From an optimization exercise on the open Yosys and OpenROAD flow, aimed at small area; shortcuts taken in it are not production practice. Only simulation tests tie the RTL to the original design; equivalence was not proved. The clock cells of runs 6 and 7 come from the design's own scripts or RTL, not from TritonCTS. The flow treats the clock pin as an ideal source. Dropping or thinning the clock tree relies on that and would not hold on a real chip. Power and IR drop assume default switching activity.

File: flow/design.v
`timescale 1ns / 1ps
module Car_Alarm_System_S (
input Brake_depressed_switch , Hidden_switch , Ignition_switch , Driver_door , Passenger_door ,Clock, System_reset,
output Fuel_pump_power , Siren , Status_indicator
);
  wire rst, ig, brk, hid, dd, pd;
  Debouncer D1 (Clock, System_reset, rst);
  Debouncer D2 (Clock, Ignition_switch, ig);
  Debouncer D3 (Clock, Brake_depressed_switch, brk);
  Debouncer D4 (Clock, Hidden_switch, hid);
  Debouncer D5 (Clock, Driver_door, dd);
  Debouncer D6 (Clock, Passenger_door, pd);
  reg fp_q;
  assign Fuel_pump_power = ~rst & ig & ((brk & hid) | fp_q);
  always @(posedge Clock) fp_q <= Fuel_pump_power;
  localparam Armed = 3'b000, Triggered = 3'b001, Sound_Alarm = 3'b010, Disarmed = 3'b011,
             Ignition_off = 3'b100, Door_open = 3'b101, Door_close = 3'b110, Alarm_on = 3'b111;
  reg [2:0] state, next_state;
  reg [1:0] cls;
  reg start, drv;
  reg expired;
  wire tick;
  wire door = dd | pd;
  always @(*) begin
    case (state)
      Armed:        next_state = ig ? Disarmed : door ? Triggered : Armed;
      Triggered:    next_state = ig ? Disarmed : expired ? Sound_Alarm : Triggered;
      Sound_Alarm:  next_state = (~door | ig) ? Alarm_on : Sound_Alarm;
      Alarm_on:     next_state = ~expired ? Alarm_on : ~door ? Armed : ig ? Disarmed : Alarm_on;
      Disarmed:     next_state = ig ? Disarmed : Ignition_off;
      Ignition_off: next_state = dd ? Door_open : Ignition_off;
      Door_open:    next_state = ~door ? Door_close : Door_open;
      default:      next_state = expired ? Armed : door ? Door_open : Door_close;
    endcase
  end
  always @(posedge Clock) begin
    state <= rst ? Armed : next_state;
    case (state)
      Armed:                 cls <= 2'b01;
      Triggered:             cls <= 2'b10;
      Sound_Alarm, Alarm_on: cls <= 2'b11;
      default:               cls <= 2'b00;
    endcase
    start <= (state == Armed & ~ig & door) | (state == Sound_Alarm & (~door | ig)) |
             (state == Door_open & ~door);
    drv <= dd;
  end
  assign Siren = cls[1] & cls[0];
  reg [3:0] counter;
  wire [3:0] value = (cls == 2'b01) ? (drv ? 4'd2 : 4'd15) : cls[1] ? 4'd10 : 4'd6;
  always @(posedge Clock) begin
    if (rst)
      counter <= 4'd0;
    else if (start)
      counter <= value;
    else if (tick && counter != 4'd0)
      counter <= counter - 1'b1;
    expired <= ~rst & ~start & tick & (counter == 4'd1);
  end
  TickDivider TD (Clock, rst | start, tick);
  reg led;
  assign Status_indicator = led;
  always @(posedge Clock)
    if (rst)
      led <= 1'b0;
    else if (tick)
      led <= cls[1] | (cls[0] & ~led);
endmodule
module Debouncer (input clock, I, output reg O);
  reg [10:0] r;
  reg IReg;
  wire diff = IReg ^ I;
  wire at_end = (r[10:1] == 10'b0101010101);
  always @(posedge clock) begin
    IReg <= I;
    if (diff)
      r <= 11'b01010100111;
    else
      r <= {~r[9:0], r[10] ^ r[8]};
    if (!diff && at_end)
      O <= IReg;
  end
endmodule
module TickDivider (input clk, rst, output tick);
  reg [13:0] q;
  wire z = (q[12:0] == 13'b1010101010101);
  assign tick = z & ~q[13];
  always @(posedge clk)
    if (rst)
      q <= 14'b01010101010100;
    else
      q <= {~q[12:0], q[13] ^ q[4] ^ q[2] ^ q[0] ^ z};
endmodule
File: flow/flow/run.sh
#!/bin/bash
# Standard ORFS layout with a leaner clock tree (no dummy loads, clkbuf_8 sink
# buffers) and minimum-size port buffers. Synthesis is the standard one.
set -euo pipefail
export CTS_ARGS="-sink_clustering_enable -repair_clock_nets -dont_use_dummy_load -buf_list sky130_fd_sc_hd__clkbuf_8 -sink_clustering_size 30 -sink_clustering_max_diameter 150"
export BUFFER_PORTS_ARGS="-buffer_cell sky130_fd_sc_hd__buf_1"
bash standard.sh finish > standard_make.log 2>&1
File: flow/standard.sh
#!/bin/bash
# synth_recipe.tcl (not shown) runs the flow's synth.tcl, then flattens the netlist and writes it again
# the make line also repeats each setting of config.mk as NAME=value (left out here)
make -C /OpenROAD-flow-scripts/flow DESIGN_CONFIG=/design/flow/config.mk WORK_HOME=/design/flow/orfs CLKGATE_MAP_FILE= SYNTH_SCRIPT=/design/flow/synth_recipe.tcl "${@:-finish}"
File: flow/config.mk
export PLATFORM = sky130hd
export DESIGN_NAME = Car_Alarm_System_S
export DESIGN_NICKNAME = Car_Alarm_System_S
export VERILOG_FILES = /design/flow/design.v
export SDC_FILE = /design/flow/constraint.sdc
export NUM_CORES = 4
export LEC_CHECK = 0
export CAP_MARGIN = 20
export CORE_MARGIN = 2
export CORE_UTILIZATION = 70
export SLEW_MARGIN = 20
File: flow/constraint.sdc
create_clock -name core_clock -period 10.0 [get_ports {Clock}]
set_input_delay 2.0000 -clock core_clock [delete_from_list [all_inputs] [get_ports {Clock}]]
set_output_delay 2.0000 -clock core_clock [all_outputs]
set_load 0.01 [all_outputs]
==> out/qor.yml, run 1 <==
logic_synthesis:
  ys.flop_type: "dfxtp_1"
  ys_warn_count: 3
  syn_nets: 330
  synth_edf_count: 6
  synth_area_um2: 3401
  ys_seq_elements: 106
  synth-async-reset-ratio: 0
  ys_seq_area_frac: 0.6416
  postSynthAreaPerCell_um2: 10.59
  synth_cells: 321
  ys_types: 45
place:
  place_ws_ns: 6.748
  port_buffers: 9
  gp_congestion: 0.7737
  dp.cells: 378
  dpl-instance-area_um2: 3476
  dpl.hpwl_mm: 3.524
worst_setup_path:
  worst_ep_arrival_time_ns: 1.38
  crit_path_max_incr_delay_ns: 0.47
  cp.required_ns: 8.00
  startpoint_type: "flop"
  path_max_fanout: 6
  critPathKind: "flop to output pin"
  worst_path_max_delay_cell: "edfxtp_1"
  reg2reg_slack_ns: 8.38
  worstPathCellList: "inv_1, nor3_1, buf_1"
  worst_setup_path_end_kind: "output pin"
layout:
  finalInstanceArea_um2: 3600
  final_layout_size_suffix_gt1_frac: 0.04805
  fin_nets: 344
  mostFrequentLayoutCell: "dfxtp_1"
  n_antenna_cell: 0
  area_growth_pct: 5.850
  multi_input_area_um2: 1162
  instances_no_fill: 387
  mostFrequentLayoutCells: "dfxtp_1 (100), nor2_1 (51), nand2_1 (49)"
  fillers: 321
  final-seq-area_um2: 2182
  final_util: 0.7672
timing:
  slew_headroom: 0.5305
  post-route-min-period_ns: 3.376
  hold_ws_ns: 0.3688
  finalClockSkew_ns: 0.02846
  layout_setup_ws_ns: 6.624
  fin_crit_sh: 0.3376
  slew_viol_final: 0
  worstMarginPinSlew_ns: 0.7017
  fmax_ghz: 0.2962
  tns_ns: 0
  finalSetupViolations: 0
  rsz0062_at_grt: "false"
  hold_viol_final: 0
global_routing:
  overflow: 0
  grt_antenna_before_repair: 0
  grt_pass1_wl_mm: 8.942
  grt_max_degree: 18
  grt_usage: 0.2193
  grt_pass1_vias: 2078
power:
  p_leak_nw: 1.395
  total_power_uw: 703.9
  p_per_area_nw_per_um2: 195.5
  vdd_ir_drop_max_mv: 0.1684
clock_network:
  cts_max_level: 3
  postCtsSetupRepairBufs: 0
  cts.repair.resized: 0
  cts.sinks: 106
  root_buffer: "clkbuf_8"
  cts_made_buffers: 9
  tritoncts: "done"
  cts.clk_slew.worst_paths_ns: 0.08
  hold_buffers: 0
  clk_latency_ns: 0.36
  clockBufferDepth: 2
detailed_routing:
  vias: 2133
  drc: 0
  wl_per_cell_um: 13.05
  routed_via_density: 5.512
  drt-total-wl_mm: 5.051
  drt_iter0_drc: 90
  dr.pass1.iters: 4
  antenna_left: 0
floorplan:
  dieArea_um2: 5432
  die_y_um: 73.70
  placementRows: 25
  coreArea_um2: 4692
  dieWidth_um: 73.70
  io_pins: 10
  start_util: 0.7248
run:
  maxCapViolCount: 0
hold_path:
  hp-class: "flop to flop"
status:
  outcome: "no timing/DRC/antenna violations"
==> sequential cells by signal (all words and copies together), names as in the netlist, 2 cells and up <==
name	count
TD.q	14
D5.r	11
D4.r	11
D1.r	11
D2.r	11
cls	2
counter	4
D3.r	11
state	3
D6.r	11
==> per-layer routing <==
metal / part of all wire / global-route usage / wire length (µm)
met1: 0.47 / 0.2716 / 2385
met2: 0.48 / 0.3462 / 2447
met3: 0.037 / 0.08368 / 185
met4: 0.0065 / 0.08687 / 33
met5: 0 / 0 / 0
==> logic make-up (layout without fill, tap and decap cells) <==
logic type | count (synthesis) | count (layout) | share of synthesized area
AOI/OAI and AO/OA | 30 | 30 | 0.05924
muxes | 3 | 3 | 0.008830
DFF | 106 | 106 | 0.6416
xor gates and xnor gates | 22 | 22 | 0.06071
adders and majority gates | 2 | 2 | 0.007357
and+or+nand+nor | 144 | 144 | 0.2057
buffers and inverters | 14 | 26 | 0.01656
==> synthesized netlist by cell type, types with 3 or more instances <==
library cell,count,share of area
dfxtp_1,100,0.59
nor2_1,51,0.056
nand2_1,49,0.054
xnor2_1,15,0.039
nand3_1,9,0.013
a21oi_1,8,0.012
inv_1,8,0.0088
edfxtp_1,6,0.053
xor2_1,6,0.015
o21ai_0,5,0.0074
a211oi_1,4,0.0088
nand4_1,4,0.0074
nor3_1,4,0.0059
nor4_1,4,0.0074
buf_2,3,0.0044
clkbuf_1,3,0.0033
mux2i_1,3,0.0088
nand4b_1,3,0.0077
nor4b_1,3,0.0077
==> final cells by class <==
cell class / count / share of cell area
Tap cell: 54 / 0.01877
Inverter: 8 / 0.008342
Sequential cell: 106 / 0.6062
Clock buffer: 9 / 0.03441
Timing Repair Buffer: 9 / 0.009385
Multi-Input combinational cell: 201 / 0.3229
==> critical path, delay by kind of cell, from the launching register on <==
kind	cells	cell delay [ns]
buf+inv	2	0.30
flops	1	0.47
simple gates	1	0.26
==> worst paths after layout <==
kind / startpoint / endpoint / depth (start not counted)
worst max-delay path: D2.O$_DFFE_PP_ / Fuel_pump_power / 3
worst min-delay path: D1.r[6]$_SDFF_PN0_ / D1.r[7]$_SDFF_PN1_ / 1
worst max register to register: D1.O$_DFFE_PP_ / counter[2]$_SDFFE_PP0P_ / 4
worst min register to register: D1.r[6]$_SDFF_PN0_ / D1.r[7]$_SDFF_PN1_ / 1
==> power breakdown <==
part | total, mW | internal (mW) | switching, mW
Combinational | 0.0389 | 0.0165 | 0.0224
Sequential | 0.468 | 0.452 | 0.0153
Clock | 0.197 | 0.0810 | 0.116
==> run 2, diff against run 1 <==
--- a/flow/design.v
+++ b/flow/design.v
@@ -13,8 +13,7 @@
   reg fp_q;
   assign Fuel_pump_power = ~rst & ig & ((brk & hid) | fp_q);
   always @(posedge Clock) fp_q <= Fuel_pump_power;
-  localparam Armed = 3'b000, Triggered = 3'b001, Sound_Alarm = 3'b010, Disarmed = 3'b011,
-             Ignition_off = 3'b100, Door_open = 3'b101, Door_close = 3'b110, Alarm_on = 3'b111;
+  localparam Armed = 3'b000, Triggered = 3'b010, Sound_Alarm = 3'b011, Disarmed = 3'b001, Ignition_off = 3'b101, Door_open = 3'b110, Door_close = 3'b100, Alarm_on = 3'b111;
   reg [2:0] state, next_state;
   reg [1:0] cls;
   reg start, drv;
==> flow/flow/run.sh (replaced) <==
#!/bin/bash
# Standard ORFS layout (the standard synthesis) with a leaner clock tree:
# no dummy loads and small sink buffers; minimum-size port buffers.
set -euo pipefail
export CTS_ARGS="-sink_clustering_enable -repair_clock_nets -dont_use_dummy_load -buf_list sky130_fd_sc_hd__clkbuf_2 -root_buf sky130_fd_sc_hd__clkbuf_8"
export BUFFER_PORTS_ARGS="-buffer_cell sky130_fd_sc_hd__buf_1"
bash standard.sh finish > standard_make.log 2>&1
==> run 2 against run 1 <==
Cell count decreased by 1.3%. Register-to-register slack got worse by 0.36 ns. Synthesized area decreased by 2.4%. Via count decreased by 0.80%. Worst setup slack got worse by 0.022 ns. Fmax decreased by 0.64%. Clock power about the same. Largest cell class unchanged.
==> out/qor.yml, run 2 <==
logic_synthesis:
  synth_largest_area_cell: "dfxtp_1"
  netlist_top_cells_area: "dfxtp_1 (60%), nand2_1 (5.5%), edfxtp_1 (5.4%)"
  synth_top_area_share: 0.6031  # +0.01442
  synth-async-reset-ratio: 0  # unchanged
  ys_warn_count: 3  # unchanged
  synth_edf_count: 6  # unchanged
  ys_types: 43  # -4.4%
  yosys-top-cells-count: "dfxtp_1 (100), nand2_1 (49), nor2_1 (48)"
  ys.flop_type: "dfxtp_1"
  synthMostInstantiatedCell: "dfxtp_1"
  syn_nets: 324  # -1.8%
  synth_cells: 315  # -1.9%
  postSynthAreaPerCell_um2: 10.54  # -0.53%
  ys_seq_elements: 106  # unchanged
  synth_area_um2: 3319  # -2.4%
  ys_seq_area_frac: 0.6574  # +0.01572
power:
  p_int_uw: 547.6  # -0.40%
  p_switching_uw: 148.9  # -3.4%
  p_leak_nw: 1.349  # -3.3%
  p_comb_frac: 0.051  # -0.004
  power_switching_share: 0.2138  # -0.005202
  p_per_area_nw_per_um2: 197.5  # +1.0%
  pwr-share-seq: 0.668  # +0.004
  clkPwrFrac: 0.281  # about the same
  vdd_ir_drop_max_mv: 0.1530  # -9.1%
layout:
  fin_nets: 339  # -1.5%
  mostFrequentLayoutCells: "dfxtp_1 (100), nand2_1 (49), nor2_1 (48)"
  finalInstanceArea_um2: 3526  # -2.1%
  final_layout_size_suffix_gt1_frac: 0.04268  # -0.005365
  fillers: 347  # +8.1%
  mostFrequentLayoutCell: "dfxtp_1"
  area_growth_pct: 6.219
  top_register: "TD.q"
  n_antenna_cell: 0  # unchanged
  largest_reg_flops: 14  # unchanged
global_routing:
  grt_pass1_wl_mm: 8.514  # -4.8%
  grt_usage: 0.2105  # -0.008821
  grt_antenna_before_repair: 0  # unchanged
  grt_pass1_vias: 1956  # -5.9%
  overflow: 0  # unchanged
  grt_max_degree: 18  # unchanged
clock_network:
  postCtsSetupRepairBufs: 0  # unchanged
  cts_max_level: 3  # unchanged
  cts.sinks: 106  # unchanged
  hold_buffers: 0  # unchanged
  cts.clk_slew.worst_paths_ns: 0.08  # about the same
  cts.repair.resized: 0  # unchanged
  cts_made_buffers: 9  # unchanged
  tritoncts: "done"
  clk_latency_ns: 0.35  # about the same
  root_buffer: "clkbuf_8"
  clockBufferDepth: 2  # unchanged
detailed_routing:
  routed_via_density: 5.539  # +0.50%
  antenna_left: 0  # unchanged
  dr.pass1.iters: 4  # unchanged
  vias: 2116  # -0.80%
  drt_iter0_drc: 60  # -33%
  drt-total-wl_mm: 4.853  # -3.9%
  drc: 0  # unchanged
  wl_per_cell_um: 12.70  # -2.7%
timing:
  worstMarginPinSlew_ns: 0.7056  # +0.003900 ns
  finalSetupViolations: 0  # unchanged
  hold_viol_final: 0  # unchanged
  post-route-min-period_ns: 3.398  # +0.02166 ns
  finalClockSkew_ns: 0.01896  # -0.009503 ns
  tns_ns: 0  # unchanged
  fin_crit_sh: 0.3398  # +0.002166
  rsz0062_at_grt: "false"
  hold_ws_ns: 0.3708  # +0.002028 ns
  slew_viol_final: 0  # unchanged
  fmax_ghz: 0.2943  # -0.64%
  layout_setup_ws_ns: 6.602  # -0.02166 ns
  slew_headroom: 0.5257  # -0.004788
floorplan:
  dieWidth_um: 72.86  # -1.1%
  start_util: 0.7122  # -0.01259
  coreArea_um2: 4661  # -0.67%
  io_pins: 10  # unchanged
  die_y_um: 72.86  # -1.1%
  placementRows: 25  # unchanged
  dieArea_um2: 5309  # -2.3%
hold_path:
  hp-class: "flop to flop"
worst_setup_path:
  worst_setup_path_end_kind: "output pin"
  worstPathCellList: "nor3_1, buf_1"
  worst_path_max_delay_cell: "edfxtp_1"
  crit_path_max_incr_delay_ns: 0.57  # +0.10 ns
  path_max_fanout: 13  # +7
  worst_ep_arrival_time_ns: 1.40  # +0.02 ns
  critPathKind: "flop to output pin"
  cp.required_ns: 8.00  # about the same
  startpoint_type: "flop"
status:
  outcome: "no timing/DRC/antenna violations"
run:
  maxCapViolCount: 0  # unchanged
place:
  gp_congestion: 0.7866  # +1.7%
  port_buffers: 9  # unchanged
  dpl.hpwl_mm: 3.504  # -0.55%
  place_ws_ns: 6.851  # +0.1026 ns
  dpl-instance-area_um2: 3402  # -2.1%
==> run 2: cell types whose count changed after synthesis, moves of 3 or more <==
cell,before,now
nor4_1,4,9
nor2_1,51,48
buf_2,3,0
nand3_1,9,6
==> run 2: per-layer routing <==
| metal | track usage | part of all wire | up-vias |
|---|---|---|---|
| met5 | 0 | 0 | - |
| met4 | 0.08025 | 0.0031 | 0 |
| met3 | 0.07459 | 0.034 | 2 |
| met2 | 0.3253 | 0.48 | 30 |
| met1 | 0.2729 | 0.48 | 994 |
| li1 | - | - | 1090 |
==> run 2: worst paths after layout <==
| check | from | endpoint | slack, ns | cells past startpoint |
|---|---|---|---|---|
| max | D1.O$_DFFE_PP_ | Fuel_pump_power | 6.60 | 2 |
| min | D6.r[0]$_SDFF_PN1_ | D6.r[1]$_SDFF_PN1_ | 0.37 | 1 |
| max reg2reg | TD.q[7]$_SDFF_PP0_ | counter[2]$_SDFFE_PP0P_ | 8.02 | 4 |
| min reg2reg | D6.r[0]$_SDFF_PN1_ | D6.r[1]$_SDFF_PN1_ | 0.37 | 1 |
==> run 2: layout make-up <==
cell class | count | area [µm²] | share of cell area
Sequential cell | 106 | 2182 | 0.6189
Timing Repair Buffer | 9 | 33.78 | 0.009581
Clock buffer | 9 | 123.9 | 0.03513
Tap cell | 54 | 67.56 | 0.01916
Multi-Input combinational cell | 197 | 1092 | 0.3098
Inverter | 7 | 26.28 | 0.007452
==> run 2: stage by stage <==
| step | instances | total power [mW] | utilization |
|---|---|---|---|
| CTS | 382 | 0.7039 | 0.7565 |
| floorplan | 315 | 0.4993 | - |
| global route | 382 | 0.7280 | 0.7565 |
| detailed placement | 373 | 0.5112 | 0.7299 |
| finish | 382 | 0.6964 | 0.7565 |
| global placement | 373 | 0.5094 | 0.7299 |
==> run 2: power by group through the flow <==
stage / logic, mW / registers, mW / clock network, mW
3_5_place_dp: 0.0362 / 0.475 / 0
3_3_place_gp: 0.0348 / 0.475 / 0
4_1_cts: 0.0363 / 0.465 / 0.202
2_1_floorplan: 0.0286 / 0.471 / 0
6_report: 0.0358 / 0.465 / 0.195
5_1_grt: 0.0417 / 0.468 / 0.218
==> run 2: kinds of logic (layout without fill, tap and decap cells) <==
family	after synthesis	count (layout)	share of synthesized area
AO/OA/AOI/OAI	29	29	0.05730
XOR/XNOR	20	20	0.05277
multiplexers	1	1	0.003016
buffers and inverters	12	25	0.01357
adder cells (fa/ha/maj)	2	2	0.007537
flip-flops	106	106	0.6574
AND/OR/NAND/NOR	145	145	0.2084
==> run 2: worst max-delay path: cells and delay by family, from the launching register on <==
kind,cells,cell delay [ns]
buf+inv,1,0.19
simple gates,1,0.30
flops,1,0.57
==> run 3, diff against run 2 <==
==> flow/flow/run.sh (replaced) <==
#!/bin/bash
# Standard ORFS layout (the standard synthesis) with a leaner clock tree:
# no dummy loads and small sink buffers; minimum-size port buffers.
set -euo pipefail
export CTS_ARGS="-sink_clustering_enable -repair_clock_nets -dont_use_dummy_load -buf_list sky130_fd_sc_hd__clkbuf_4 -root_buf sky130_fd_sc_hd__clkbuf_8"
export BUFFER_PORTS_ARGS="-buffer_cell sky130_fd_sc_hd__buf_1"
bash standard.sh finish > standard_make.log 2>&1
==> run 3 against run 2 <==
Still clean on timing, DRC and antenna. Final area unchanged. Clock-buffer cell count unchanged. Sequential cell count unchanged. Sequential power about the same. Clock skew unchanged. Clock power about the same. Highest routed layer unchanged.
==> out/qor.yml, run 3 <==
floorplan:
  coreArea_um2: 4661  # unchanged
  dieArea_um2: 5309  # unchanged
  die_y_um: 72.86  # unchanged
  dieWidth_um: 72.86  # unchanged
  placementRows: 25  # unchanged
  io_pins: 10  # unchanged
  start_util: 0.7122  # unchanged
worst_setup_path:
  worstPathCellList: "nor3_1, buf_1"
  crit_path_max_incr_delay_ns: 0.57  # about the same
  critPathKind: "flop to output pin"
  worst_setup_path_end_kind: "output pin"
  path_max_fanout: 13  # unchanged
  crit_family: "flip-flops"
  cp.required_ns: 8.00  # about the same
  worst_path_max_delay_cell: "edfxtp_1"
  reg2reg_depth: 4  # unchanged
  worst_ep_arrival_time_ns: 1.40  # about the same
  startpoint_type: "flop"
  path_depth: 2  # unchanged
  worst-path-buf-inv: 1  # unchanged
place:
  gp_congestion: 0.7866  # unchanged
  dpl.hpwl_mm: 3.504  # unchanged
  port_buffers: 9  # unchanged
  dp.cells: 373  # unchanged
clock_network:
  root_buffer: "clkbuf_8"
  postCtsSetupRepairBufs: 0  # unchanged
  cts_made_buffers: 9  # unchanged
  cts.sinks: 106  # unchanged
  cts_max_level: 3  # unchanged
  cts.repair.resized: 0  # unchanged
  tritoncts: "done"
  cts.clk_slew.worst_paths_ns: 0.08  # about the same
  hold_buffers: 0  # unchanged
  clk_latency_ns: 0.35  # about the same
  clockBufferDepth: 2  # unchanged
layout:
  n_antenna_cell: 0  # unchanged
  area_growth_pct: 6.219  # unchanged
  fin_nets: 339  # unchanged
  mostFrequentLayoutCell: "dfxtp_1"
  top_register: "TD.q"
  fillers: 347  # unchanged
  final_util: 0.7565  # unchanged
  final-seq-area_um2: 2182  # unchanged
  multi_input_area_um2: 1092  # unchanged
  largest_reg_flops: 14  # unchanged
  instances_no_fill: 382  # unchanged
  final_layout_size_suffix_gt1_frac: 0.04268  # unchanged
  mostFrequentLayoutCells: "dfxtp_1 (100), nand2_1 (49), nor2_1 (48)"
logic_synthesis:
  synth_top_area_share: 0.6031  # unchanged
  synth_area_um2: 3319  # unchanged
  postSynthAreaPerCell_um2: 10.54  # unchanged
  synth_cells: 315  # unchanged
  syn_nets: 324  # unchanged
  synthMostInstantiatedCell: "dfxtp_1"
  ys_seq_area_frac: 0.6574  # unchanged
  synth_edf_count: 6  # unchanged
  netlist_top_cells_area: "dfxtp_1 (60%), nand2_1 (5.5%), edfxtp_1 (5.4%)"
  ys_types: 43  # unchanged
  ys_warn_count: 3  # unchanged
  synth_largest_area_cell: "dfxtp_1"
  synth-async-reset-ratio: 0  # unchanged
  ys.flop_type: "dfxtp_1"
  yosys-top-cells-count: "dfxtp_1 (100), nand2_1 (49), nor2_1 (48)"
  ys_seq_elements: 106  # unchanged
global_routing:
  overflow: 0  # unchanged
  grt_pass1_wl_mm: 8.514  # unchanged
  grt_antenna_before_repair: 0  # unchanged
  grt_pass1_vias: 1956  # unchanged
  grt_max_degree: 18  # unchanged
  grt_usage: 0.2105  # unchanged
timing:
  slew_viol_final: 0  # unchanged
  tns_ns: 0  # unchanged
  fmax_ghz: 0.2943  # unchanged
  slew_headroom: 0.5257  # unchanged
  hold_viol_final: 0  # unchanged
  finalClockSkew_ns: 0.01896  # unchanged
  finalSetupViolations: 0  # unchanged
  post-route-min-period_ns: 3.398  # unchanged
  worstMarginPinSlew_ns: 0.7056  # unchanged
  rsz0062_at_grt: "false"
  fin_crit_sh: 0.3398  # unchanged
power:
  clkPwrFrac: 0.281  # about the same
  p_int_uw: 547.6  # unchanged
  p_comb_frac: 0.051  # about the same
  p_leak_nw: 1.349  # unchanged
  vdd_ir_drop_max_mv: 0.1530  # unchanged
  power_switching_share: 0.2138  # unchanged
  pwr-share-seq: 0.668  # about the same
  p_switching_uw: 148.9  # unchanged
  p_per_area_nw_per_um2: 197.5  # unchanged
detailed_routing:
  vias: 2116  # unchanged
  dr.pass1.iters: 4  # unchanged
  drt_iter0_drc: 60  # unchanged
  antenna_left: 0  # unchanged
  wl_per_cell_um: 12.70  # unchanged
  drt-total-wl_mm: 4.853  # unchanged
  drc: 0  # unchanged
  routed_via_density: 5.539  # unchanged
status:
  outcome: "no timing/DRC/antenna violations"
hold_path:
  min_path_cells: 1  # unchanged
  hp-class: "flop to flop"
run:
  maxCapViolCount: 0  # unchanged
==> run 3: cell counts after synthesis <==
Identical to the previous run, type by type.
==> run 3: power groups by stage <==
stage | clock network (mW) | logic, mW | registers, mW
floorplan | 0 | 0.0286 | 0.471
global placement | 0 | 0.0348 | 0.475
detailed placement | 0 | 0.0362 | 0.475
CTS | 0.202 | 0.0363 | 0.465
global route | 0.218 | 0.0417 | 0.468
finish | 0.195 | 0.0358 | 0.465
==> run 3: path summary, 6_finish.rpt <==
| check | from | end | slack (ns) |
|---|---|---|---|
| max | D1.O$_DFFE_PP_ | Fuel_pump_power | 6.60 |
| min reg2reg | D6.r[0]$_SDFF_PN1_ | D6.r[1]$_SDFF_PN1_ | 0.37 |
| min | D6.r[0]$_SDFF_PN1_ | D6.r[1]$_SDFF_PN1_ | 0.37 |
| max reg2reg | TD.q[7]$_SDFF_PP0_ | counter[2]$_SDFFE_PP0P_ | 8.02 |
==> run 3: layout make-up <==
class,count,share of cell area
flip-flops and latches,106,0.6189
multi-input cells,197,0.3098
clock buffers,9,0.03513
well taps,54,0.01916
repair buffers,9,0.009581
inverters,7,0.007452
==> run 3: per-layer routing <==
layer	up-vias	track usage	wire length [µm]
li1	1090	-	-
met1	994	0.2729	2335
met2	30	0.3253	2336
met3	2	0.07459	166
met4	0	0.08025	15
met5	-	0	0
==> run 3: cell families after synthesis <==
| logic type | count (synthesis) | synth area share |
|---|---|---|
| AOI/OAI and AO/OA | 29 | 0.05730 |
| and+or+nand+nor | 145 | 0.2084 |
| muxes | 1 | 0.003016 |
| DFF | 106 | 0.6574 |
| buffers and inverters | 12 | 0.01357 |
| xor gates and xnor gates | 20 | 0.05277 |
| adders and majority gates | 2 | 0.007537 |
==> run 3: per-stage QoR <==
step	setup WS [ns]	hold WS (ns)	power, mW	instance area, µm²
after floorplan	7.063	0.3434	0.4993	3319
after global placement	6.939	0.3440	0.5094	3402
after detailed placement	6.851	0.3541	0.5112	3402
after CTS	6.576	0.3759	0.7039	3526
after global routing	6.490	0.3785	0.7280	3526
final	6.602	0.3708	0.6964	3526
==> run 4, diff against run 3 <==
==> flow/flow/run.sh (replaced) <==
#!/bin/bash
# Standard ORFS layout (the standard synthesis) with a leaner clock tree:
# no dummy loads and small clock buffers; minimum-size port buffers.
set -euo pipefail
export CTS_ARGS="-sink_clustering_enable -repair_clock_nets -dont_use_dummy_load -buf_list sky130_fd_sc_hd__clkbuf_4 -root_buf sky130_fd_sc_hd__clkbuf_8 -tree_buf sky130_fd_sc_hd__clkbuf_4"
export BUFFER_PORTS_ARGS="-buffer_cell sky130_fd_sc_hd__buf_1"
bash standard.sh finish > standard_make.log 2>&1
==> run 4 against run 3 <==
Cell count is the same. Register-to-register slack hardly changed. Critical endpoint unchanged. Core utilization stayed put.
==> out/qor.yml, run 4 <==
status:
  outcome: "no timing/DRC/antenna violations"
detailed_routing:
  dr.pass1.iters: 4  # unchanged
  antenna_left: 0  # unchanged
  routed_via_density: 5.539  # unchanged
  vias: 2116  # unchanged
  drt-total-wl_mm: 4.853  # unchanged
  drt_iter0_drc: 60  # unchanged
  wl_per_cell_um: 12.70  # unchanged
  drc: 0  # unchanged
clock_network:
  cts.repair.resized: 0  # unchanged
  clk_latency_ns: 0.35  # about the same
  cts_made_buffers: 9  # unchanged
  cts.clk_slew.worst_paths_ns: 0.08  # about the same
  hold_buffers: 0  # unchanged
  tritoncts: "done"
  root_buffer: "clkbuf_8"
  cts_max_level: 3  # unchanged
  cts.sinks: 106  # unchanged
  postCtsSetupRepairBufs: 0  # unchanged
  clockBufferDepth: 2  # unchanged
layout:
  finalInstanceArea_um2: 3526  # unchanged
  final-seq-area_um2: 2182  # unchanged
  n_antenna_cell: 0  # unchanged
  fillers: 347  # unchanged
  multi_input_area_um2: 1092  # unchanged
  mostFrequentLayoutCell: "dfxtp_1"
  largest_reg_flops: 14  # unchanged
  mostFrequentLayoutCells: "dfxtp_1 (100), nand2_1 (49), nor2_1 (48)"
  top_register: "TD.q"
  final_util: 0.7565  # unchanged
  final_layout_size_suffix_gt1_frac: 0.04268  # unchanged
  instances_no_fill: 382  # unchanged
  fin_nets: 339  # unchanged
  area_growth_pct: 6.219  # unchanged
floorplan:
  io_pins: 10  # unchanged
  coreArea_um2: 4661  # unchanged
  die_y_um: 72.86  # unchanged
  start_util: 0.7122  # unchanged
  dieWidth_um: 72.86  # unchanged
  dieArea_um2: 5309  # unchanged
  placementRows: 25  # unchanged
timing:
  fmax_ghz: 0.2943  # unchanged
  slew_viol_final: 0  # unchanged
  finalSetupViolations: 0  # unchanged
  finalClockSkew_ns: 0.01896  # unchanged
  rsz0062_at_grt: "false"
  post-route-min-period_ns: 3.398  # unchanged
  tns_ns: 0  # unchanged
  hold_viol_final: 0  # unchanged
  fin_crit_sh: 0.3398  # unchanged
  slew_headroom: 0.5257  # unchanged
  worstMarginPinSlew_ns: 0.7056  # unchanged
logic_synthesis:
  synth_cells: 315  # unchanged
  synth_area_um2: 3319  # unchanged
  yosys.area_share.adder: 0.007539  # unchanged
  yosys-top-cells-count: "dfxtp_1 (100), nand2_1 (49), nor2_1 (48)"
  synth_compound_area_frac: 0.05729  # unchanged
  synthMostInstantiatedCell: "dfxtp_1"
  synthMuxAreaShare: 0.003015  # unchanged
  synth_edf_count: 6  # unchanged
  ys.flop_type: "dfxtp_1"
  postSynthAreaPerCell_um2: 10.54  # unchanged
  ys_types: 43  # unchanged
  syn_nets: 324  # unchanged
  ys_warn_count: 3  # unchanged
  synth_top_family_by_area: "simple AND/OR/NAND/NOR gates"
  synth-simple-area-share: 0.2084  # unchanged
  ys_seq_area_frac: 0.6574  # unchanged
  synth-async-reset-ratio: 0  # unchanged
  synthXorXnorAreaFrac: 0.05277  # unchanged
  synth_top_area_share: 0.6031  # unchanged
  ys_seq_elements: 106  # unchanged
  netlist_top_cells_area: "dfxtp_1 (60%), nand2_1 (5.5%), edfxtp_1 (5.4%)"
  synth_largest_area_cell: "dfxtp_1"
hold_path:
  hp-class: "flop to flop"
worst_setup_path:
  worst-path-buf-inv: 1  # unchanged
  worst_ep_arrival_time_ns: 1.40  # about the same
  cp.required_ns: 8.00  # about the same
  path_max_fanout: 13  # unchanged
  crit_family: "flip-flops"
  startpoint_type: "flop"
  worst_setup_path_end_kind: "output pin"
  worstPathCellList: "nor3_1, buf_1"
  crit_path_max_incr_delay_ns: 0.57  # about the same
  critPathKind: "flop to output pin"
  worst_path_max_delay_cell: "edfxtp_1"
global_routing:
  grt_max_degree: 18  # unchanged
  overflow: 0  # unchanged
  grt_pass1_vias: 1956  # unchanged
  grt_usage: 0.2105  # unchanged
  grt_antenna_before_repair: 0  # unchanged
  grt_pass1_wl_mm: 8.514  # unchanged
power:
  p_leak_nw: 1.349  # unchanged
  p_per_area_nw_per_um2: 197.5  # unchanged
  vdd_ir_drop_max_mv: 0.1530  # unchanged
place:
  dpl-instance-area_um2: 3402  # unchanged
  port_buffers: 9  # unchanged
  dpl.hpwl_mm: 3.504  # unchanged
  gp_congestion: 0.7866  # unchanged
  dp.cells: 373  # unchanged
run:
  maxCapViolCount: 0  # unchanged
run 4: per-layer routing:
metal  global-route usage  vias up  share of wire
met5                    0        -              0
met2               0.3253       30           0.48
met1               0.2729      994           0.48
met4              0.08025        0         0.0031
met3              0.07459        2          0.034
li1                     -     1090              -
run 4: path summary, 6_finish.rpt:
check,from,endpoint,slack [ns],depth (start not counted)
setup / recovery,D1.O$_DFFE_PP_,Fuel_pump_power,6.60,2
hold / removal,D6.r[0]$_SDFF_PN1_,D6.r[1]$_SDFF_PN1_,0.37,1
setup reg to reg,TD.q[7]$_SDFF_PP0_,counter[2]$_SDFFE_PP0P_,8.02,4
hold reg to reg,D6.r[0]$_SDFF_PN1_,D6.r[1]$_SDFF_PN1_,0.37,1
run 4: cell type report:
type | instances | share of cell area
multi-input cells | 197 | 0.3098
flip-flops and latches | 106 | 0.6189
well taps | 54 | 0.01916
repair buffers | 9 | 0.009581
clock buffers | 9 | 0.03513
inverters | 7 | 0.007452
run 4: power by group:
group	leakage, nW	switching (mW)	internal [mW]
combinational	0.405	0.0207	0.0151
sequential	0.879	0.0137	0.451
clock	0.0647	0.115	0.0810
run 4: logic make-up after synthesis:
group | after synthesis
compound gates | 29
fa+ha+maj | 2
xor+xnor | 20
flops | 106
mux | 1
simple gates | 145
buf+inv | 12
run 4: through the flow:
step / hold slack, ns / power [mW] / worst slack, ns
CTS: 0.3759 / 0.7039 / 6.576
floorplan: 0.3434 / 0.4993 / 7.063
global route: 0.3785 / 0.7280 / 6.490
detailed placement: 0.3541 / 0.5112 / 6.851
finish: 0.3708 / 0.6964 / 6.602
global placement: 0.3440 / 0.5094 / 6.939
==> run 5, diff against run 4 <==
==> flow/flow/run.sh (replaced) <==
#!/bin/bash
set -euo pipefail
export CTS_ARGS="-sink_clustering_enable -repair_clock_nets -dont_use_dummy_load -buf_list sky130_fd_sc_hd__clkbuf_16 -root_buf sky130_fd_sc_hd__clkbuf_16 -sink_clustering_size 50 -sink_clustering_max_diameter 500"
export BUFFER_PORTS_ARGS="-buffer_cell sky130_fd_sc_hd__buf_1"
bash standard.sh finish > standard_make.log 2>&1
==> run 5 against run 4 <==
Non-clock buffer count unchanged. Sequential cell count is the same. Critical path depth is the same. Sequential share of layout area down 1.7 points. Synthesized area unchanged. Synthesized cell count did not move. Total power rose by 13%. Clock skew is 0.0054 ns lower. Largest power group unchanged. Still clean.
==> out/qor.yml, run 5 <==
global_routing:
  grt_max_degree: 18  # unchanged
  grt_pass1_wl_mm: 9.025  # +6.0%
  grt_antenna_before_repair: 0  # unchanged
  grt_usage: 0.2216  # +0.01110
  grt_pass1_vias: 2073  # +6.0%
  overflow: 0  # unchanged
timing:
  fmax_ghz: 0.2962  # +0.65%
  slew_headroom: 0.4887  # -0.03699
  layout_setup_ws_ns: 6.624  # +0.02188 ns
  hold_viol_final: 0  # unchanged
  finalSetupViolations: 0  # unchanged
  fin_crit_sh: 0.3376  # -0.002188
  slew_viol_final: 0  # unchanged
  worstMarginPinSlew_ns: 0.7606  # +0.05503 ns
  rsz0062_at_grt: "false"
  finalClockSkew_ns: 0.01355  # -0.005416 ns
  tns_ns: 0  # unchanged
  post-route-min-period_ns: 3.376  # -0.02188 ns
layout:
  final_util: 0.7783  # +0.02175
  largest_reg_flops: 14  # unchanged
  fin_nets: 339  # unchanged
  final_layout_size_suffix_gt1_frac: 0.04268  # unchanged
  area_growth_pct: 9.273
  mostFrequentLayoutCells: "dfxtp_1 (100), nand2_1 (49), nor2_1 (48)"
  mostFrequentLayoutCell: "dfxtp_1"
  n_antenna_cell: 0  # unchanged
  fillers: 336  # -3.2%
  final-seq-area_um2: 2182  # unchanged
  multi_input_area_um2: 1092  # unchanged
  top_register: "TD.q"
power:
  vdd_ir_drop_max_mv: 0.1771  # +16%
  p_leak_nw: 1.395  # +3.4%
  total_power_uw: 786.8  # +13%
  p_per_area_nw_per_um2: 216.9  # +9.8%
detailed_routing:
  dr.pass1.iters: 6  # +2
  antenna_left: 0  # unchanged
  drt_iter0_drc: 54  # -10%
  wl_per_cell_um: 13.61  # +7.2%
  routed_via_density: 5.636  # +1.7%
  vias: 2153  # +1.7%
  drt-total-wl_mm: 5.200  # +7.2%
  drc: 0  # unchanged
place:
  place_ws_ns: 6.851  # unchanged
  gp_congestion: 0.7866  # unchanged
  port_buffers: 9  # unchanged
  dpl.hpwl_mm: 3.504  # unchanged
clock_network:
  root_buffer: "clkbuf_16"
  cts_max_level: 3  # unchanged
  hold_buffers: 0  # unchanged
  clockBufferDepth: 2  # unchanged
  postCtsSetupRepairBufs: 0  # unchanged
  cts.repair.resized: 0  # unchanged
  cts_made_buffers: 9  # unchanged
  cts.clk_slew.worst_paths_ns: 0.06  # -0.02 ns
  tritoncts: "done"
  clk_latency_ns: 0.33  # -0.02 ns
  cts.sinks: 106  # unchanged
worst_setup_path:
  worst-path-buf-inv: 1  # unchanged
  worst_setup_path_end_kind: "output pin"
  crit_family: "flip-flops"
  path_max_fanout: 13  # unchanged
  startpoint_type: "flop"
  worst_ep_arrival_time_ns: 1.38  # -0.02 ns
  cp.required_ns: 8.00  # about the same
  worstPathCellList: "nor3_1, buf_1"
  critPathKind: "flop to output pin"
  crit_path_max_incr_delay_ns: 0.57  # about the same
  worst_path_max_delay_cell: "edfxtp_1"
floorplan:
  start_util: 0.7122  # unchanged
  placementRows: 25  # unchanged
  die_y_um: 72.86  # unchanged
  dieWidth_um: 72.86  # unchanged
  coreArea_um2: 4661  # unchanged
  io_pins: 10  # unchanged
  dieArea_um2: 5309  # unchanged
logic_synthesis:
  ys.flop_type: "dfxtp_1"
  postSynthAreaPerCell_um2: 10.54  # unchanged
  synth-async-reset-ratio: 0  # unchanged
  ys_seq_elements: 106  # unchanged
  yosys-top-cells-count: "dfxtp_1 (100), nand2_1 (49), nor2_1 (48)"
  synth_edf_count: 6  # unchanged
  netlist_top_cells_area: "dfxtp_1 (60%), nand2_1 (5.5%), edfxtp_1 (5.4%)"
  synth_cells: 315  # unchanged
  synth_largest_area_cell: "dfxtp_1"
  syn_nets: 324  # unchanged
  ys_warn_count: 3  # unchanged
  synthMostInstantiatedCell: "dfxtp_1"
  ys_types: 43  # unchanged
  ys_seq_area_frac: 0.6574  # unchanged
  synth_area_um2: 3319  # unchanged
  synth_top_area_share: 0.6031  # unchanged
status:
  outcome: "no timing/DRC/antenna violations"
hold_path:
  hp-class: "flop to flop"
run:
  maxCapViolCount: 0  # unchanged
-- run 5: cell counts after synthesis --
No cell type changed its count.
-- run 5: final timing paths --
path | startpoint | endpoint | slack (ns) | depth (start not counted)
max | D1.O$_DFFE_PP_ | Fuel_pump_power | 6.62 | 2
min | D6.r[0]$_SDFF_PN1_ | D6.r[1]$_SDFF_PN1_ | 0.37 | 1
max reg2reg | TD.q[7]$_SDFF_PP0_ | counter[1]$_SDFFE_PP0P_ | 7.95 | 4
min reg2reg | D6.r[0]$_SDFF_PN1_ | D6.r[1]$_SDFF_PN1_ | 0.37 | 1
-- run 5: cell families after synthesis --
| logic type | Yosys count | synth area share |
|---|---|---|
| AOI/OAI and AO/OA | 29 | 0.05730 |
| xor gates and xnor gates | 20 | 0.05277 |
| adders and majority gates | 2 | 0.007537 |
| buffers and inverters | 12 | 0.01357 |
| DFF | 106 | 0.6574 |
| muxes | 1 | 0.003016 |
| and+or+nand+nor | 145 | 0.2084 |
-- run 5: layer usage --
metal / global-route usage / wire (µm) / up-vias
met4: 0.05967 / 30 / 0
li1: - / - / 1097
met2: 0.3667 / 2573 / 42
met1: 0.2726 / 2378 / 1010
met5: 0 / 0 / -
met3: 0.08425 / 217 / 4
-- run 5: report_power, final --
group | total (mW) | internal (mW) | switching (mW)
combinational | 0.0362 | 0.0151 | 0.0211
clock | 0.284 | 0.159 | 0.126
sequential | 0.466 | 0.452 | 0.0140
-- run 5: area by class of cell --
cell class | count | area share
clock buffer | 9 | 0.06209
inverter | 7 | 0.007244
multi-input combinational | 197 | 0.3011
sequential | 106 | 0.6016
tap | 54 | 0.01863
timing repair buffer | 9 | 0.009314
-- run 5: metrics by stage --
| stage | area (µm²) | std cells | hold WS, ns |
|---|---|---|---|
| final | 3627 | 382 | 0.3664 |
| after global placement | 3402 | 373 | 0.3440 |
| after global routing | 3627 | 382 | 0.3727 |
| after floorplan | 3319 | 315 | 0.3434 |
| after CTS | 3627 | 382 | 0.3700 |
| after detailed placement | 3402 | 373 | 0.3541 |
==> run 6, diff against run 5 <==
==> flow/flow/run.sh (replaced) <==
#!/bin/bash
# Standard ORFS layout on the standard synthesis, except:
#  - port buffers are buf_1 (the smallest buffer);
#  - after CTS, the clock tree is rebuilt as three clkbuf_16 leaf buffers fed by
#    the clock port (flow/post_cts.tcl), a balanced one-level tree.
set -euo pipefail
export CTS_ARGS="-sink_clustering_enable -repair_clock_nets -dont_use_dummy_load -buf_list sky130_fd_sc_hd__clkbuf_8 -root_buf sky130_fd_sc_hd__clkbuf_8"
export BUFFER_PORTS_ARGS="-buffer_cell sky130_fd_sc_hd__buf_1"
export POST_CTS_TCL="$PWD/flow/post_cts.tcl"
bash standard.sh finish > standard_make.log 2>&1
==> flow/flow/post_cts.tcl (new file) <==
# Sourced by ORFS's cts.tcl after clock_tree_synthesis (POST_CTS_TCL): replaces
# the H-tree by three large leaf buffers driven by the clock port, each driving
# one cluster of flip-flops, then legalizes the new buffers.
source [file join [file dirname [info script]] tree.tcl]
rebuild_clock_tree 3 sky130_fd_sc_hd__clkbuf_16
detailed_placement
check_placement -verbose
estimate_parasitics -placement
report_clock_skew
==> flow/flow/tree.tcl (new file) <==
# Rebuild the clock tree: the clock port drives a few leaf buffers directly,
# each leaf buffer drives one cluster of flip-flops (k-means on position).
proc rebuild_clock_tree {nleaf leafcell} {
  set block [ord::get_db_block]
  set db [ord::get_db]
  set clk [$block findNet Clock]
  set sinks {}
  set bufs {}
  set todo [list $clk]
  while {[llength $todo]} {
    set net [lindex $todo 0]
    set todo [lrange $todo 1 end]
    foreach it [$net getITerms] {
      if {![$it isInputSignal] && [$it getIoType] ne "INPUT"} { continue }
      set inst [$it getInst]
      set m [[$inst getMaster] getName]
      if {[string match "*clkbuf*" $m] || [string match "*clkinv*" $m] || [string match "*buf_*" $m]} {
        lappend bufs $inst
        foreach o [$inst getITerms] {
          if {[$o getIoType] eq "OUTPUT" && [$o getNet] ne "NULL"} { lappend todo [$o getNet] }
        }
      } else {
        lappend sinks $it
      }
    }
  }
  set oldnets {}
  foreach it $sinks { $it disconnect }
  foreach inst $bufs {
    foreach o [$inst getITerms] {
      if {[$o getIoType] eq "OUTPUT" && [$o getNet] ne "NULL"} { lappend oldnets [$o getNet] }
    }
    odb::dbInst_destroy $inst
  }
  foreach n $oldnets { if {[llength [$n getITerms]] == 0} { odb::dbNet_destroy $n } }
  # positions
  set pts {}
  foreach it $sinks {
    set b [[$it getInst] getBBox]
    lappend pts [list [expr {([$b xMin]+[$b xMax])/2.0}] [expr {([$b yMin]+[$b yMax])/2.0}]]
  }
  # k-means, initial centres spread along sorted x then y
  set n [llength $pts]
  set cs {}
  for {set k 0} {$k < $nleaf} {incr k} {
    lappend cs [lindex $pts [expr {int(($k + 0.5) * $n / $nleaf)}]]
  }
  for {set iter 0} {$iter < 30} {incr iter} {
    set asg {}
    foreach p $pts {
      set best 0; set bd 1e30
      for {set k 0} {$k < $nleaf} {incr k} {
        set c [lindex $cs $k]
        set d [expr {abs([lindex $p 0]-[lindex $c 0]) + abs([lindex $p 1]-[lindex $c 1])}]
        if {$d < $bd} { set bd $d; set best $k }
      }
      lappend asg $best
    }
    set ncs {}
    for {set k 0} {$k < $nleaf} {incr k} {
      set sx 0; set sy 0; set cnt 0
      foreach p $pts a $asg { if {$a == $k} { set sx [expr {$sx+[lindex $p 0]}]; set sy [expr {$sy+[lindex $p 1]}]; incr cnt } }
      if {$cnt} { lappend ncs [list [expr {$sx/$cnt}] [expr {$sy/$cnt}]] } else { lappend ncs [lindex $cs $k] }
    }
    set cs $ncs
  }
  set master [$db findMaster $leafcell]
  for {set k 0} {$k < $nleaf} {incr k} {
    set inst [odb::dbInst_create $block $master "clkleaf_$k"]
    set net [odb::dbNet_create $block "clknet_leaf_$k"]
    $net setSigType CLOCK
    [$inst findITerm A] connect $clk
    [$inst findITerm X] connect $net
    set c [lindex $cs $k]
    $inst setLocation [expr {int([lindex $c 0])}] [expr {int([lindex $c 1])}]
    $inst setPlacementStatus PLACED
    foreach it $sinks a $asg { if {$a == $k} { $it connect $net } }
    puts "clock leaf $k: [llength [$net getITerms]] pins"
  }
}
==> run 6 against run 5 <==
Still clean. Synthesized area stayed put. Sequential power about the same. Via count is 4.6% lower. Global-route usage fell by 2.0 points. Largest power group unchanged.
==> out/qor.yml, run 6 <==
layout:
  largest_reg_flops: 14  # unchanged
  n_antenna_cell: 0  # unchanged
  area_growth_pct: 4.749
  top_register: "TD.q"
  final_layout_size_suffix_gt1_frac: 0.02484  # -0.01784
  fin_nets: 333  # -1.8%
  mostFrequentLayoutCells: "dfxtp_1 (100), nand2_1 (49), nor2_1 (48)"
  fillers: 363  # +8.0%
  mostFrequentLayoutCell: "dfxtp_1"
logic_synthesis:
  ys_seq_elements: 106  # unchanged
  ys_seq_area_frac: 0.6574  # unchanged
  postSynthAreaPerCell_um2: 10.54  # unchanged
  ys_types: 43  # unchanged
  netlist_top_cells_area: "dfxtp_1 (60%), nand2_1 (5.5%), edfxtp_1 (5.4%)"
  synth_top_area_share: 0.6031  # unchanged
  synth_edf_count: 6  # unchanged
  synth-async-reset-ratio: 0  # unchanged
  ys.flop_type: "dfxtp_1"
  ys_warn_count: 3  # unchanged
  syn_nets: 324  # unchanged
  synth_cells: 315  # unchanged
  yosys-top-cells-count: "dfxtp_1 (100), nand2_1 (49), nor2_1 (48)"
  synth_largest_area_cell: "dfxtp_1"
  synth_area_um2: 3319  # unchanged
  synthMostInstantiatedCell: "dfxtp_1"
timing:
  hold_viol_final: 0  # unchanged
  slew_headroom: 0.4940  # +0.005346
  tns_ns: 0  # unchanged
  finalClockSkew_ns: 0.009099  # -0.004447 ns
  finalSetupViolations: 0  # unchanged
  rsz0062_at_grt: "false"
  slew_viol_final: 0  # unchanged
  fmax_ghz: 0.3082  # +4.1%
  hold_ws_ns: 0.3808  # +0.01434 ns
  worstMarginPinSlew_ns: 0.7527  # -0.007954 ns
  post-route-min-period_ns: 3.244  # -0.1320 ns
  fin_crit_sh: 0.3244  # -0.01320
worst_setup_path:
  critPathKind: "flop to output pin"
  worst_setup_path_end_kind: "output pin"
  worst_ep_arrival_time_ns: 1.24  # -0.14 ns
  cp.required_ns: 8.00  # about the same
  path_max_fanout: 13  # unchanged
  reg2reg_depth: 4  # unchanged
  startpoint_type: "flop"
detailed_routing:
  antenna_left: 0  # unchanged
  drt_iter0_drc: 47  # -13%
  vias: 2055  # -4.6%
  dr.pass1.iters: 4  # -2
  drt-total-wl_mm: 4.914  # -5.5%
  drc: 0  # unchanged
  routed_via_density: 5.465  # -3.0%
  wl_per_cell_um: 13.07  # -4.0%
place:
  dpl.hpwl_mm: 3.504  # unchanged
  gp_congestion: 0.7866  # unchanged
  port_buffers: 9  # unchanged
global_routing:
  grt_pass1_wl_mm: 8.542  # -5.4%
  grt_usage: 0.2013  # -0.02028
  grt_max_degree: 37  # +19
  grt_pass1_vias: 1967  # -5.1%
  grt_antenna_before_repair: 0  # unchanged
  overflow: 0  # unchanged
floorplan:
  start_util: 0.7122  # unchanged
  dieWidth_um: 72.86  # unchanged
  dieArea_um2: 5309  # unchanged
  coreArea_um2: 4661  # unchanged
  die_y_um: 72.86  # unchanged
  io_pins: 10  # unchanged
  placementRows: 25  # unchanged
clock_network:
  cts.sinks: 106  # unchanged
  clk_latency_ns: 0.18  # -0.15 ns
  cts.clk_slew.worst_paths_ns: 0.12  # +0.06 ns
hold_path:
  hp-class: "flop to flop"
  min_path_cells: 1  # unchanged
status:
  outcome: "no timing/DRC/antenna violations"
run:
  maxCapViolCount: 0  # unchanged
power:
  p_per_area_nw_per_um2: 188.9  # -13%
  vdd_ir_drop_max_mv: 0.1323  # -25%
  p_leak_nw: 1.321  # -5.3%
## run 6: cell counts after synthesis
No cell type changed its count.
## run 6: per-stage QoR
| step | instances | setup slack [ns] | utilization | instance area, µm² | power, mW |
|---|---|---|---|---|---|
| finish | 376 | 6.756 | 0.7460 | 3477 | 0.6568 |
| global route | 376 | 6.661 | 0.7460 | 3477 | 0.6798 |
| detailed placement | 373 | 6.851 | 0.7299 | 3402 | 0.5112 |
| global placement | 373 | 6.939 | 0.7299 | 3402 | 0.5094 |
| floorplan | 315 | 7.063 | - | 3319 | 0.4993 |
## run 6: cell families (layout without fill, tap and decap cells)
logic type / after synthesis / in the layout / share of synthesized area
simple gates: 145 / 145 / 0.2084
flops: 106 / 106 / 0.6574
compound gates: 29 / 29 / 0.05730
xor+xnor: 20 / 20 / 0.05277
buf+inv: 12 / 19 / 0.01357
fa+ha+maj: 2 / 2 / 0.007537
mux: 1 / 1 / 0.003016
## run 6: final timing paths
path	start	endpoint	slack [ns]
max	D1.O$_DFFE_PP_	Fuel_pump_power	6.76
min	D1.r[0]$_SDFF_PN1_	D1.r[1]$_SDFF_PN1_	0.38
max reg2reg	TD.q[7]$_SDFF_PP0_	counter[1]$_SDFFE_PP0P_	7.97
min reg2reg	D1.r[0]$_SDFF_PN1_	D1.r[1]$_SDFF_PN1_	0.38
## run 6: metal layers
layer | wire, µm | vias to the layer above | GRT usage
met3 | 84 | 3 | 0.03729
met4 | 36 | 0 | 0.03086
met2 | 2303 | 13 | 0.3424
met5 | 0 | - | 0
li1 | - | 1082 | -
met1 | 2490 | 957 | 0.2754
## run 6: cell type report
type	count	area (µm²)	area share
Tap cell	54	67.56	0.01943
Sequential cell	106	2182	0.6276
Inverter	7	26.28	0.007557
Multi-Input combinational cell	197	1092	0.3141
Timing Repair Buffer	9	33.78	0.009716
Buffer	3	75.07	0.02159
## run 6: worst max-delay path, stage by stage, from the launching register on
cell	delay [ns]
edfxtp_1	0.59
nor3_1	0.29
buf_1	0.19
## run 6: power by group
group          switching [mW]  total [mW]  internal (mW)
Combinational          0.0210      0.0361         0.0151
Sequential             0.0139       0.466          0.452
Clock                  0.0988       0.155         0.0563
Total                   0.134       0.657          0.523
==> run 7, diff against run 6 <==
--- a/flow/flow/run.sh
+++ b/flow/flow/run.sh
@@ -1,7 +1,7 @@
 #!/bin/bash
 # Standard ORFS layout on the standard synthesis, except:
 #  - port buffers are buf_1 (the smallest buffer);
-#  - after CTS, the clock tree is rebuilt as three clkbuf_16 leaf buffers fed by
+#  - after CTS, the clock tree is rebuilt as four clkbuf_16 leaf buffers fed by
 #    the clock port (flow/post_cts.tcl), a balanced one-level tree.
 set -euo pipefail
 export CTS_ARGS="-sink_clustering_enable -repair_clock_nets -dont_use_dummy_load -buf_list sky130_fd_sc_hd__clkbuf_8 -root_buf sky130_fd_sc_hd__clkbuf_8"
==> flow/flow/post_cts.tcl (replaced) <==
# Sourced by ORFS's cts.tcl after clock_tree_synthesis (POST_CTS_TCL): replaces
# the H-tree by four large leaf buffers driven by the clock port, each driving
# one cluster of flip-flops, then legalizes the new buffers.
source [file join [file dirname [info script]] tree.tcl]
rebuild_clock_tree 4 sky130_fd_sc_hd__clkbuf_16
detailed_placement
check_placement -verbose
estimate_parasitics -placement
report_clock_skew
==> run 7 against run 6 <==
Synthesized area unchanged. Combinational power about the same. First-iteration DRC count up 55%. Still clean on timing, DRC and antenna. Final area up 0.72%. Sequential power about the same. Largest power group unchanged. Clock power up about 10%. Core utilization up 0.54 points. Routed wire length up 2.0%. Sequential share of layout area down 0.45 points. Register-to-register slack better by 0.04 ns. Global-route usage up 0.50 points.
==> out/qor.yml, run 7 <==
worst_setup_path:
  cp.required_ns: 8.00  # about the same
  worst-path-buf-inv: 1  # unchanged
  crit_family: "flip-flops"
  reg2reg_slack_ns: 8.01  # +0.04 ns
  crit_path_max_incr_delay_ns: 0.57  # -0.02 ns
  path_max_fanout: 13  # unchanged
  worstPathCellList: "nor3_1, buf_1"
  critPathKind: "flop to output pin"
  worst_ep_arrival_time_ns: 1.21  # -0.03 ns
  worst_setup_path_end_kind: "output pin"
  startpoint_type: "flop"
  worst_path_max_delay_cell: "edfxtp_1"
timing:
  post-route-min-period_ns: 3.208  # -0.03599 ns
  finalClockSkew_ns: 0.01681  # +0.007712 ns
  tns_ns: 0  # unchanged
  worstMarginPinSlew_ns: 0.6970  # -0.05569 ns
  fmax_ghz: 0.3117  # +1.1%
  hold_viol_final: 0  # unchanged
  fin_crit_sh: 0.3208  # -0.003599
  slew_viol_final: 0  # unchanged
  finalSetupViolations: 0  # unchanged
  slew_headroom: 0.5315  # +0.03743
  rsz0062_at_grt: "false"
logic_synthesis:
  synth-async-reset-ratio: 0  # unchanged
  ys_seq_elements: 106  # unchanged
  synth_edf_count: 6  # unchanged
  syn_nets: 324  # unchanged
  synth_area_um2: 3319  # unchanged
  postSynthAreaPerCell_um2: 10.54  # unchanged
  synthMostInstantiatedCell: "dfxtp_1"
  synth_cells: 315  # unchanged
  synth_largest_area_cell: "dfxtp_1"
  yosys-top-cells-count: "dfxtp_1 (100), nand2_1 (49), nor2_1 (48)"
  ys_seq_area_frac: 0.6574  # unchanged
  ys_warn_count: 3  # unchanged
  synth_top_area_share: 0.6031  # unchanged
  netlist_top_cells_area: "dfxtp_1 (60%), nand2_1 (5.5%), edfxtp_1 (5.4%)"
  ys.flop_type: "dfxtp_1"
  ys_types: 43  # unchanged
floorplan:
  die_y_um: 72.86  # unchanged
  placementRows: 25  # unchanged
  dieWidth_um: 72.86  # unchanged
  coreArea_um2: 4661  # unchanged
  io_pins: 10  # unchanged
  dieArea_um2: 5309  # unchanged
  start_util: 0.7122  # unchanged
power:
  p_int_uw: 540.1  # +3.2%
  power_switching_share: 0.1974  # -0.006069
  p_comb_frac: 0.054  # about the same
  p_leak_nw: 1.334  # +0.93%
  p_per_area_nw_per_um2: 192.2  # +1.7%
  pwr-share-seq: 0.692  # -0.017
  vdd_ir_drop_max_mv: 0.1598  # +21%
  p_switching_uw: 132.9  # -0.59%
  total_power_uw: 673.0  # +2.5%
  clkPwrFrac: 0.255  # +0.019
run:
  maxCapViolCount: 0  # unchanged
global_routing:
  grt_usage: 0.2063  # +0.004996
  grt_pass1_wl_mm: 8.618  # +0.89%
  grt_antenna_before_repair: 0  # unchanged
  grt_pass1_vias: 1980  # +0.66%
  grt_max_degree: 30  # -19%
  overflow: 0  # unchanged
detailed_routing:
  dr.pass1.iters: 4  # unchanged
  drt_iter0_drc: 73  # +55%
  routed_via_density: 5.520  # +1.0%
  antenna_left: 0  # unchanged
  drt-total-wl_mm: 5.010  # +2.0%
  wl_per_cell_um: 13.29  # +1.7%
  vias: 2081  # +1.3%
  drc: 0  # unchanged
status:
  outcome: "no timing/DRC/antenna violations"
layout:
  top_register: "TD.q"
  mostFrequentLayoutCell: "dfxtp_1"
  finalInstanceArea_um2: 3502  # +0.72%
  fin_nets: 334  # +0.30%
  instances_no_fill: 377  # +0.27%
  largest_reg_flops: 14  # unchanged
  final_layout_size_suffix_gt1_frac: 0.02786  # +0.003019
  area_growth_pct: 5.503
  mostFrequentLayoutCells: "dfxtp_1 (100), nand2_1 (49), nor2_1 (48)"
  n_antenna_cell: 0  # unchanged
clock_network:
  cts.clk_slew.worst_paths_ns: 0.10  # -0.02 ns
  clk_latency_ns: 0.16  # -0.02 ns
  cts.sinks: 106  # unchanged
place:
  dpl-instance-area_um2: 3402  # unchanged
  gp_congestion: 0.7866  # unchanged
  port_buffers: 9  # unchanged
  dp.cells: 373  # unchanged
  dpl.hpwl_mm: 3.504  # unchanged
hold_path:
  hp-class: "flop to flop"
==> run 7: cell counts after synthesis <==
No cell type changed its count.
==> run 7: cell type report <==
| type | instances | area, µm² |
|---|---|---|
| repair buffers | 9 | 33.78 |
| inverters | 7 | 26.28 |
| flip-flops and latches | 106 | 2182 |
| fillers | 348 | 1159 |
| well taps | 54 | 67.56 |
| plain buffers | 4 | 100.1 |
| multi-input cells | 197 | 1092 |
==> run 7: logic make-up (layout without fill, tap and decap cells) <==
logic type               after synthesis  in the layout  synth area share
buffers and inverters                 12             20           0.01357
XOR/XNOR                              20             20           0.05277
adder cells (fa/ha/maj)                2              2          0.007537
AND/OR/NAND/NOR                      145            145            0.2084
flip-flops                           106            106            0.6574
multiplexers                           1              1          0.003016
AO/OA/AOI/OAI                         29             29           0.05730
==> run 7: worst paths after layout <==
path	from	end	depth (start not counted)
worst max-delay path	D1.O$_DFFE_PP_	Fuel_pump_power	2
worst min-delay path	D5.r[0]$_SDFF_PN1_	D5.r[1]$_SDFF_PN1_	1
worst max register to register	TD.q[7]$_SDFF_PP0_	counter[2]$_SDFFE_PP0P_	4
worst min register to register	D5.r[0]$_SDFF_PN1_	D5.r[1]$_SDFF_PN1_	1
==> run 7: metal layers <==
metal  share of wire  routed length, µm  track usage  vias up
met1            0.48               2421       0.2799      978
li1                -                  -            -     1081
met4          0.0074                 37      0.04321        0
met5               0                  0            0        -
met2            0.48               2419       0.3424       20
met3           0.026                131      0.04558        2
==> run 7: power by group through the flow <==
| stage | combinational, mW | sequential (mW) | clock, mW |
|---|---|---|---|
| final | 0.0361 | 0.465 | 0.171 |
| after global routing | 0.0419 | 0.469 | 0.188 |
| after detailed placement | 0.0362 | 0.475 | 0 |
| after global placement | 0.0348 | 0.475 | 0 |
| after floorplan | 0.0286 | 0.471 | 0 |
==> run 7: metrics by stage <==
stage	hold WS, ns	worst slack (ns)	utilization
after floorplan	0.3434	7.063	-
after global placement	0.3440	6.939	0.7299
after global routing	0.3750	6.678	0.7514
final	0.3642	6.792	0.7514
after detailed placement	0.3541	6.851	0.7299

## afterwards: timing with drivers on the ports
How much do the figures lean on ideal ports? The routed layouts below were timed once more, with nothing changed but the port constraints. Step 1 sets driving cells, clkbuf_16 on the clock port and buf_2 on the other inputs (assumed; they add their load-dependent delay and slew). Step 2 adds t to the input delays and takes it off the output delays; t is the mean of the earliest and latest rising clock arrival at the registers after step 1. Input paths then give back, and output paths get back, about the clock's delay inside the block. Slacks: ideal ports / drivers / drivers and shift; pairs: ideal ports / drivers.
| run | t (ns) | slack for setup (ns) | worst register clock-pin slew, ns |
|---|---|---|---|
| run 1 | 0.370 | 6.624 / 6.595 / 6.791 | 0.10 / 0.10 |
| run 2 | 0.366 | 6.602 / 6.574 / 6.871 | 0.09 / 0.09 |
| run 3 | 0.366 | 6.602 / 6.574 / 6.871 | 0.09 / 0.09 |
| run 4 | 0.366 | 6.602 / 6.574 / 6.871 | 0.09 / 0.09 |
| run 5 | 0.357 | 6.624 / 6.592 / 6.864 | 0.07 / 0.07 |
| run 6 | 0.233 | 6.756 / 6.698 / 6.866 | 0.12 / 0.12 |
| run 7 | 0.228 | 6.792 / 6.719 / 6.857 | 0.10 / 0.10 |
After both steps setup and hold are still met in every run listed.
